This is an optimization exercise on Yosys and OpenROAD, whose aim is a short achievable clock period and few clock cycles, not a production implementation.
The RTL was checked by simulation tests, not by an equivalence proof against the original design.
No activity file was given, so power comes from the tool's default toggle rates.

Design CHIP, start of the top module:
module CHIP(clk,
            rst_n,
            mem_wen_D,
            mem_addr_D,
            mem_wdata_D,
            mem_rdata_D,
            mem_addr_I,
            mem_rdata_I
    );
    input         clk, rst_n ;
    output        mem_wen_D  ;
    output [31:0] mem_addr_D ;
    output [31:0] mem_wdata_D;
    input  [31:0] mem_rdata_D;
    output [31:0] mem_addr_I ;
    input  [31:0] mem_rdata_I;
    function [31:0] bswap(input [31:0] v);
        bswap = {v[7:0], v[15:8], v[23:16], v[31:24]};
    endfunction
    function [31:0] ks_carry(input [31:0] g, input [31:0] p, input cin);
        reg [31:0] gg, pp, gn, pn;
        integer k, d;
        begin
            gg = g;
            gg[0] = g[0] | (p[0] & cin);
            pp = p;
            for (d = 1; d < 32; d = d * 2) begin
                gn = gg;
                pn = pp;
                for (k = d; k < 32; k = k + 1) begin
                    gn[k] = gg[k] | (pp[k] & gg[k-d]);
                    pn[k] = pp[k] & pp[k-d];
                end
                gg = gn;
                pp = pn;
            end
            ks_carry = gg;
        end
    endfunction
    function [32:0] ks_add(input [31:0] a, input [31:0] b, input cin);
        reg [31:0] g, p, gg, pp, gn, pn;
        integer k, d;
        begin
            g = a & b;
            p = a ^ b;
            gg = g;
            gg[0] = g[0] | (p[0] & cin);
            pp = p;
            for (d = 1; d < 32; d = d * 2) begin
                gn = gg;
                pn = pp;
                for (k = d; k < 32; k = k + 1) begin
                    gn[k] = gg[k] | (pp[k] & gg[k-d]);
                    pn[k] = pp[k] & pp[k-d];
                end
                gg = gn;
                pp = pn;
            end
            ks_add = {gg[31], p ^ {gg[30:0], cin}};
        end
    endfunction
    reg  [31:0] pc_f;
    reg  [31:0] pc_o;             
    reg  [31:0] ll_f;             
    reg  [31:0] ir_d;
    reg  [31:0] pc_d;
    reg         v_d, pt_d, pok_d;
    reg  [31:0] a_e, b_e, imm_e, link_e, tgt_e;
    reg  [31:0] p_e, pa_e, pk_e;
  ...
==> flow/config.mk <==
export PLATFORM = sky130hd
export DESIGN_NAME = CHIP
export DESIGN_NICKNAME = CHIP
export VERILOG_FILES = /design/flow/design.v
export SDC_FILE = /design/flow/constraint.sdc
export NUM_CORES = 4
export LEC_CHECK = 0
export CAP_MARGIN = 20
export CORE_MARGIN = 2
export CORE_UTILIZATION = 40
export SLEW_MARGIN = 20
export SYNTH_HIERARCHICAL = 1
==> flow/constraint.sdc <==
create_clock -name core_clock -period 10.5 [get_ports {clk}]
set_input_delay 2.1000 -clock core_clock [delete_from_list [all_inputs] [get_ports {clk}]]
set_output_delay 2.1000 -clock core_clock [all_outputs]
set_load 0.01 [all_outputs]
standard.sh (not shown) runs the stock make flow with config.mk's settings and CLKGATE_MAP_FILE= SYNTH_SCRIPT=/design/flow/synth_recipe.tcl, a recipe that flattens the netlist after the stock synthesis.
==> flow/flow/run.sh <==
#!/bin/bash
# Standard ORFS layout, with timing repair aimed below the clock period
# (repair_timing keeps working until the setup slack reaches the margin) and
# the port buffers made of plain buffers instead of delay cells.
set -euo pipefail
MARGIN=${MARGIN:-7.5}
bash standard.sh SETUP_SLACK_MARGIN=$MARGIN \
  "BUFFER_PORTS_ARGS=-buffer_cell sky130_fd_sc_hd__buf_4" \
  finish > flow_standard.log 2>&1
The starting point finished clean.
Testbench counts at the start, summed over its fixed seeds: cycles 88,243.
Next try:
--- a/flow/flow/run.sh
+++ b/flow/flow/run.sh
@@ -5,3 +5,3 @@
 set -euo pipefail
-MARGIN=${MARGIN:-7.5}
+MARGIN=${MARGIN:-8.0}
 bash standard.sh SETUP_SLACK_MARGIN=$MARGIN \
First-iteration DRC count came out lower by about 10%. Setup slack gets worse by 50 ps. Die area is unchanged. Sequential share of layout area came out lower by 1.4 points. Cell area came out higher by 3.3%. Core utilization came out higher by 1.6 points. Via count came out higher by about 1.7%. Wire length came out higher by 0.32%. Clock-buffer cell count came out higher by 3. Hold slack gets better by 10 ps.
Next try:
==> flow/flow/run.sh (replaced) <==
#!/bin/bash
# Standard ORFS layout, with timing repair aimed below the clock period:
# repair_timing keeps working until the setup slack reaches the margin.
set -euo pipefail
MARGIN=${MARGIN:-7.5}
bash standard.sh SETUP_SLACK_MARGIN=$MARGIN finish > flow_standard.log 2>&1
Outcome:
- power rises slightly
- wire length decreases slightly
- sequential share of layout area went up by 1.0 points
- cell count falls slightly
- sequential cell count does not change
- area after synthesis is unchanged

-- re-timing with driven ports --
The results above use ideal ports. As a check the final layouts listed here were re-extracted and re-timed, cells and wires unchanged.
Step 1 sets driving cells, clkbuf_16 on the clock port and buf_2 on the other inputs (assumed; they add their load-dependent delay and slew).
Step 2 times the ports against the registers' clock, not the clock port: input delays grow and output delays shrink by t, the midpoint of the rising clock arrivals with the driver on.
Slacks: ideal / step 1 / step 2; pairs: ideal / step 1.
run	t, ns	setup WS [ns]	worst register clock-pin slew, ns	worst slew at a driven data input, ns	pins driven straight from the clock port
the first run	0.911	6.953 / 6.947 / 6.078	0.07 / 0.07	0.09	1
the second run	0.925	6.902 / 6.945 / 6.027	0.07 / 0.07	0.08	1
the third run	0.907	7.032 / 6.942 / 6.163	0.07 / 0.07	0.09	1
After both steps setup and hold are still met in every run listed.
